This is an optimization exercise on Yosys and OpenROAD, whose aim is small area, a short achievable clock period and few clock cycles per item, not a production implementation.
RTL that was checked went through simulation tests only; none was proved equivalent to the original.

== lane 1 ==
==> flow/design.v (excerpt) <==
module exponential(input clk, rst, start, input [15:0] x,
                   output done, output [1:0] intpart, output [15:0] fracpart);
  reg  [8:1]  s;           
  wire        idle = ~|s;
  reg  [15:0] u;
  reg  [17:0] r;
  reg  [7:0]  xone, xtwo, xneg;    
  reg         x15;
  always @(posedge clk or posedge rst)
    if (rst) s <= 8'b0;
    else     s <= {s[7:1], idle & start};
  assign done = idle;
  function ge(input [15:0] v, input [15:0] k);
    integer i;
    reg q;
    begin
      q = 1'b1;
      for (i = 0; i < 16; i = i + 1)
        q = k[i] ? (v[i] & q) : (v[i] | q);
      ge = q;
    end
  endfunction
  function [23:0] enc(input [15:0] v);
    integer i;
    reg [16:0] e;
    reg [7:0] o, t, n;
    begin
      e = {v, 1'b0};
      for (i = 0; i < 8; i = i + 1) begin
        o[i] = e[2*i+1] ^ e[2*i];
        t[i] = (e[2*i+2] & ~e[2*i+1] & ~e[2*i]) | (~e[2*i+2] & e[2*i+1] & e[2*i]);
        n[i] = e[2*i+2];
      end
      enc = {o, t, n};
    end
  endfunction
  wire [7:0] eone, etwo, eneg;
  assign {eone, etwo, eneg} = enc(x);
  wire [11:0] g;
  assign g[0] = ge(x, 16'd46904);
  assign g[1] = ge(x, 16'd51031);
  assign g[2] = ge(x, 16'd53627);
  ...
Size: ~1200 cells after synthesis.
==> module exponential, before the edit <==
module exponential(input clk, rst, start, input [15:0] x,
                   output done, output [1:0] intpart, output [15:0] fracpart);
  reg  [8:1]  s;           
  wire        idle = ~|s;
  reg  [15:0] u;
  reg  [17:0] r;
  reg  [7:0]  xone, xtwo, xneg;    
  reg         x15;
  always @(posedge clk or posedge rst)
    if (rst) s <= 8'b0;
    else     s <= {s[7:1], idle & start};
  assign done = idle;
  function ge(input [15:0] v, input [15:0] k);
    integer i;
    reg q;
    begin
      q = 1'b1;
      for (i = 0; i < 16; i = i + 1)
        q = k[i] ? (v[i] & q) : (v[i] | q);
      ge = q;
    end
  endfunction
  function [23:0] enc(input [15:0] v);
    integer i;
    reg [16:0] e;
    reg [7:0] o, t, n;
    begin
      e = {v, 1'b0};
      for (i = 0; i < 8; i = i + 1) begin
        o[i] = e[2*i+1] ^ e[2*i];
        t[i] = (e[2*i+2] & ~e[2*i+1] & ~e[2*i]) | (~e[2*i+2] & e[2*i+1] & e[2*i]);
        n[i] = e[2*i+2];
      end
      enc = {o, t, n};
    end
  endfunction
  wire [7:0] eone, etwo, eneg;
  assign {eone, etwo, eneg} = enc(x);
  wire [11:0] g;
  assign g[0] = ge(x, 16'd46904);
  assign g[1] = ge(x, 16'd51031);
  assign g[2] = ge(x, 16'd53627);
  assign g[3] = ge(x, 16'd55899);
  assign g[4] = ge(x, 16'd57544);
  assign g[5] = ge(x, 16'd58980);
  assign g[6] = ge(x, 16'd60309);
  assign g[7] = ge(x, 16'd61357);
  assign g[8] = ge(x, 16'd62481);
  assign g[9] = ge(x, 16'd63365);
  assign g[10] = ge(x, 16'd64192);
  assign g[11] = ge(x, 16'd64957);
  reg [17:0] r0g;
  always @* begin
    casez (g)
      12'b1???????????: r0g = 18'h0FFFF + 18'd13;
      12'b01??????????: r0g = 18'h0FFFF + 18'd12;
      12'b001?????????: r0g = 18'h0FFFF + 18'd11;
      12'b0001????????: r0g = 18'h0FFFF + 18'd10;
      12'b00001???????: r0g = 18'h0FFFF + 18'd8;
      12'b000001??????: r0g = 18'h0FFFF + 18'd7;
      12'b0000001?????: r0g = 18'h0FFFF + 18'd6;
      12'b00000001????: r0g = 18'h0FFFF + 18'd5;
      12'b000000001???: r0g = 18'h0FFFF + 18'd4;
      12'b0000000001??: r0g = 18'h0FFFF + 18'd3;
      12'b00000000001?: r0g = 18'h0FFFF + 18'd2;
      12'b000000000001: r0g = 18'h0FFFF + 18'd1;
      default:          r0g = 18'h0FFFF;
    endcase
  end
  wire [15:0] t0 = x - 16'd2;
  wire [17:0] r0 = |x[15:1] ? r0g : {17'b0, ~x[0]};
  localparam [23:0] E5 = enc(16'h5555), E3 = enc(16'h3333), E2 = enc(16'h2AAA);
  wire [7:0] one = xone, two = xtwo, neg = xneg;
  wire       d8  = x15;
  wire [15:0] b = u;
  wire [15:0] hi;
  mul16hi mul(.b(b), .one(one), .two(two), .neg(neg), .d8(d8), .hi(hi));
  wire [17:0] sum = r + {2'b0, b};
  wire nxt_idle = s[8] | (idle & ~start);
  always @(posedge clk) begin
    {xone, xtwo, xneg} <= s[2] ? E5 : s[5] ? E3 : s[7] ? E2 : nxt_idle ? 24'b0 : {eone, etwo, eneg};
    x15 <= nxt_idle | (~(s[2] | s[5] | s[7]) & x[15]);
    u <= (idle & start) ? t0 : s[1] ? {1'b0, hi[15:1]} : s[4] ? {2'b0, hi[15:2]} : hi;
    if (idle & start) r <= r0;
    else if (s[1] | s[2] | s[4] | s[5] | s[7]) r <= sum;
  end
  assign {intpart, fracpart} = sum;
endmodule
make LEC_CHECK=0 CAP_MARGIN=20 CORE_MARGIN=2 CORE_UTILIZATION=40 SETUP_SLACK_MARGIN=3 SLEW_MARGIN=20 finish   # period 9.0 ns
run.sh (not shown) runs the stock make flow with config.mk's settings and CLKGATE_MAP_FILE= SYNTH_SCRIPT=/design/flow/synth_recipe.tcl, a recipe that flattens the netlist after the stock synthesis.
Lane 1 finished all stages; the layout is clean.
Testbench counts of lane 1, summed over its fixed seeds: cycles 72,000, items 8,000.
Setup changes, lane 1 to lane 2
--- a/flow/design.v
+++ b/flow/design.v
@@ -332,28 +332,27 @@
   assign g[8] = ge(x, 16'd62481);
   assign g[9] = ge(x, 16'd63365);
   assign g[10] = ge(x, 16'd64192);
   assign g[11] = ge(x, 16'd64957);
-  reg [17:0] r0g;
+  reg [17:0] r0;
   always @* begin
     casez (g)
-      12'b1???????????: r0g = 18'h0FFFF + 18'd13;
-      12'b01??????????: r0g = 18'h0FFFF + 18'd12;
-      12'b001?????????: r0g = 18'h0FFFF + 18'd11;
-      12'b0001????????: r0g = 18'h0FFFF + 18'd10;
-      12'b00001???????: r0g = 18'h0FFFF + 18'd8;
-      12'b000001??????: r0g = 18'h0FFFF + 18'd7;
-      12'b0000001?????: r0g = 18'h0FFFF + 18'd6;
-      12'b00000001????: r0g = 18'h0FFFF + 18'd5;
-      12'b000000001???: r0g = 18'h0FFFF + 18'd4;
-      12'b0000000001??: r0g = 18'h0FFFF + 18'd3;
-      12'b00000000001?: r0g = 18'h0FFFF + 18'd2;
-      12'b000000000001: r0g = 18'h0FFFF + 18'd1;
-      default:          r0g = 18'h0FFFF;
+      12'b1???????????: r0 = 18'h0FFFF + 18'd13;
+      12'b01??????????: r0 = 18'h0FFFF + 18'd12;
+      12'b001?????????: r0 = 18'h0FFFF + 18'd11;
+      12'b0001????????: r0 = 18'h0FFFF + 18'd10;
+      12'b00001???????: r0 = 18'h0FFFF + 18'd8;
+      12'b000001??????: r0 = 18'h0FFFF + 18'd7;
+      12'b0000001?????: r0 = 18'h0FFFF + 18'd6;
+      12'b00000001????: r0 = 18'h0FFFF + 18'd5;
+      12'b000000001???: r0 = 18'h0FFFF + 18'd4;
+      12'b0000000001??: r0 = 18'h0FFFF + 18'd3;
+      12'b00000000001?: r0 = 18'h0FFFF + 18'd2;
+      12'b000000000001: r0 = 18'h0FFFF + 18'd1;
+      default:          r0 = 18'h0FFFF;
     endcase
   end
-  wire [15:0] t0 = x - 16'd2;
-  wire [17:0] r0 = |x[15:1] ? r0g : {17'b0, ~x[0]};
+  wire [15:0] t0 = |x[15:1] ? x - 16'd2 : 16'd0;
   localparam [23:0] E5 = enc(16'h5555), E3 = enc(16'h3333), E2 = enc(16'h2AAA);
   wire [7:0] one = xone, two = xtwo, neg = xneg;
   wire       d8  = x15;
   wire [15:0] b = u;
Findings:
Looking at met3 demand-to-capacity share in global routing, lane 2 sits below lane 1. The worst setup path endpoint comes out u[7] in one run and u[14] in the other, namely in lane 1 and lane 2 respectively. Lower met2 track utilization from global routing was reported by lane 1, not lane 2. Lane 1 vs lane 2, slowest stage cell on the critical path: sky130_fd_sc_hd__dfxtp_2 vs sky130_fd_sc_hd__dfxtp_1. In the flow results for lane 1 and lane 2, the time the worst path needs with I/O delays and setup is smaller on lane 2. Post-detailed-routing wire length of lane 2 exceeds that of lane 1 by a few percent. Re setup slack: lane 1 and lane 2 aren't equal, and the higher value belongs to lane 2. Re required time reported for the critical path endpoint: lane 1 was higher than lane 2. Lane 2 ends up with higher global-route wire length before repair than lane 1 does.
No functional check of the RTL was part of lane 2.

========
Another version of the RTL of exponential (not shown whole).
For scale: ~1200 cells after synthesis, roughly 0.010 mm^2 of cells after synthesis.
export LEC_CHECK = 0
export CAP_MARGIN = 20
export CORE_MARGIN = 2
export CORE_UTILIZATION = 60
export SETUP_SLACK_MARGIN = 3.2
export SLEW_MARGIN = 20
create_clock -name core_clock -period 9.0 [get_ports {clk}]
Rerun with:
--- a/flow/design.v
+++ b/flow/design.v
@@ -275,59 +275,36 @@
   assign n260 = (n150 & n200) | ((n150 ^ n200) & n201);
   assign n261 = (p8[14] ^ n202) ^ n203;
   assign n262 = (p8[14] & n202) | ((p8[14] ^ n202) & n203);
   assign n263 = (nn[7] ^ p8[15]) ^ n204;
   assign n264 = (nn[7] & p8[15]) | ((nn[7] ^ p8[15]) & n204);
   wire [31:0] ra = {n262, n260, n258, n256, n254, n252, n250, n248, n246, n244, n242, n240, n238, n236, n234, n232, n230, n228, n226, n224, n222, n220, n218, n216, n214, n212, n210, n208, n206, ng[1], pp0[1], pp0[0]};
   wire [31:0] rb = {n263, n261, n259, n257, n255, n253, n251, n249, n247, n245, n243, n241, n239, n237, n235, n233, n231, n229, n227, n225, n223, n221, n219, n217, n215, n213, n211, n209, n207, n205, 1'b0, ng[0]};
-  wire [15:0] gl = ra[15:0] & rb[15:0], pl = ra[15:0] | rb[15:0];
-  wire cg1 = gl[1] | (pl[1] & gl[0]);
-  wire cp1 = pl[1] & pl[0];
-  wire cg2 = gl[3] | (pl[3] & gl[2]);
-  wire cp2 = pl[3] & pl[2];
-  wire cg3 = gl[5] | (pl[5] & gl[4]);
-  wire cp3 = pl[5] & pl[4];
-  wire cg4 = gl[7] | (pl[7] & gl[6]);
-  wire cp4 = pl[7] & pl[6];
-  wire cg5 = gl[9] | (pl[9] & gl[8]);
-  wire cp5 = pl[9] & pl[8];
-  wire cg6 = gl[11] | (pl[11] & gl[10]);
-  wire cp6 = pl[11] & pl[10];
-  wire cg7 = gl[13] | (pl[13] & gl[12]);
-  wire cp7 = pl[13] & pl[12];
-  wire cg8 = gl[15] | (pl[15] & gl[14]);
-  wire cp8 = pl[15] & pl[14];
-  wire cg9 = cg2 | (cp2 & cg1);
-  wire cp9 = cp2 & cp1;
-  wire cg10 = cg4 | (cp4 & cg3);
-  wire cp10 = cp4 & cp3;
-  wire cg11 = cg6 | (cp6 & cg5);
-  wire cp11 = cp6 & cp5;
-  wire cg12 = cg8 | (cp8 & cg7);
-  wire cp12 = cp8 & cp7;
-  wire cg13 = cg10 | (cp10 & cg9);
-  wire cp13 = cp10 & cp9;
-  wire cg14 = cg12 | (cp12 & cg11);
-  wire cp14 = cp12 & cp11;
-  wire cg15 = cg14 | (cp14 & cg13);
-  wire cp15 = cp14 & cp13;
-  wire c16 = cg15;
-  assign hi = ra[31:16] + rb[31:16] + {15'b0, c16};
+  wire [31:0] s = ra + rb;
+  assign hi = s[31:16];
 endmodule
 module exponential(input clk, rst, start, input [15:0] x,
                    output done, output [1:0] intpart, output [15:0] fracpart);
-  reg  [8:1]  s;           
-  wire        idle = ~|s;
+  reg  [3:0]  n;           
+  wire        idle = (n == 4'd0);
+  wire [8:1]  s;           
+  genvar j;
+  generate
+    for (j = 1; j <= 8; j = j + 1) begin : dec
+      assign s[j] = (n == j);
+    end
+  endgenerate
   reg  [15:0] u;
   reg  [17:0] r;
   reg  [7:0]  xone, xtwo, xneg;    
   reg         x15;
   always @(posedge clk or posedge rst)
-    if (rst) s <= 8'b0;
-    else     s <= {s[7:1], idle & start};
+    if (rst)            n <= 4'd0;
+    else if (s[8])      n <= 4'd0;
+    else if (~idle | start) n <= n + 4'd1;
   assign done = idle;
   function ge(input [15:0] v, input [15:0] k);
     integer i;
     reg q;
     begin
       q = 1'b1;
       for (i = 0; i < 16; i = i + 1)
What happened: Global-route usage rises by 0.35 points. Synthesized cell count rises slightly. Wire length falls slightly. Non-clock buffer count falls by 32. Area after synthesis hardly moves. Hold slack is better by 0.19 ns. Final cell count falls slightly. Critical path depth falls by 5.
No run of this note included a check of the RTL's function; only the layout flow was run.

==> static timing again, ports no longer ideal <==
How much do the figures lean on ideal ports? The routed layouts below were timed once more, with nothing changed but the port constraints. Step 1: set_driving_cell puts a clkbuf_16 on clk and a buf_2 on each other input, an assumption about the parent block. Step 2 adds t to the input delays and takes it off the output delays; t is the mean of the earliest and latest rising clock arrival at the registers after step 1. Input paths then give back, and output paths get back, about the clock's delay inside the block. Three values: no drivers, after step 1, after step 2; two values: the first two.
| run | shift t [ns] | slack for setup (ns) | hold slack, ns |
|---|---|---|---|
| lane 1 | 0.387 | 3.275 / 3.275 / 3.275 | 0.379 / 0.379 / 0.379 |
| lane 2 | 0.382 | 3.324 / 3.324 / 3.324 | 0.373 / 0.373 / 0.373 |
| the first run of note 2 | 0.383 | 3.339 / 3.339 / 3.339 | 0.381 / 0.381 / 0.381 |
| the second run of note 2 | 0.373 | 3.376 / 3.376 / 3.376 | 0.567 / 0.567 / 0.567 |
After both steps every run listed still meets setup and hold.
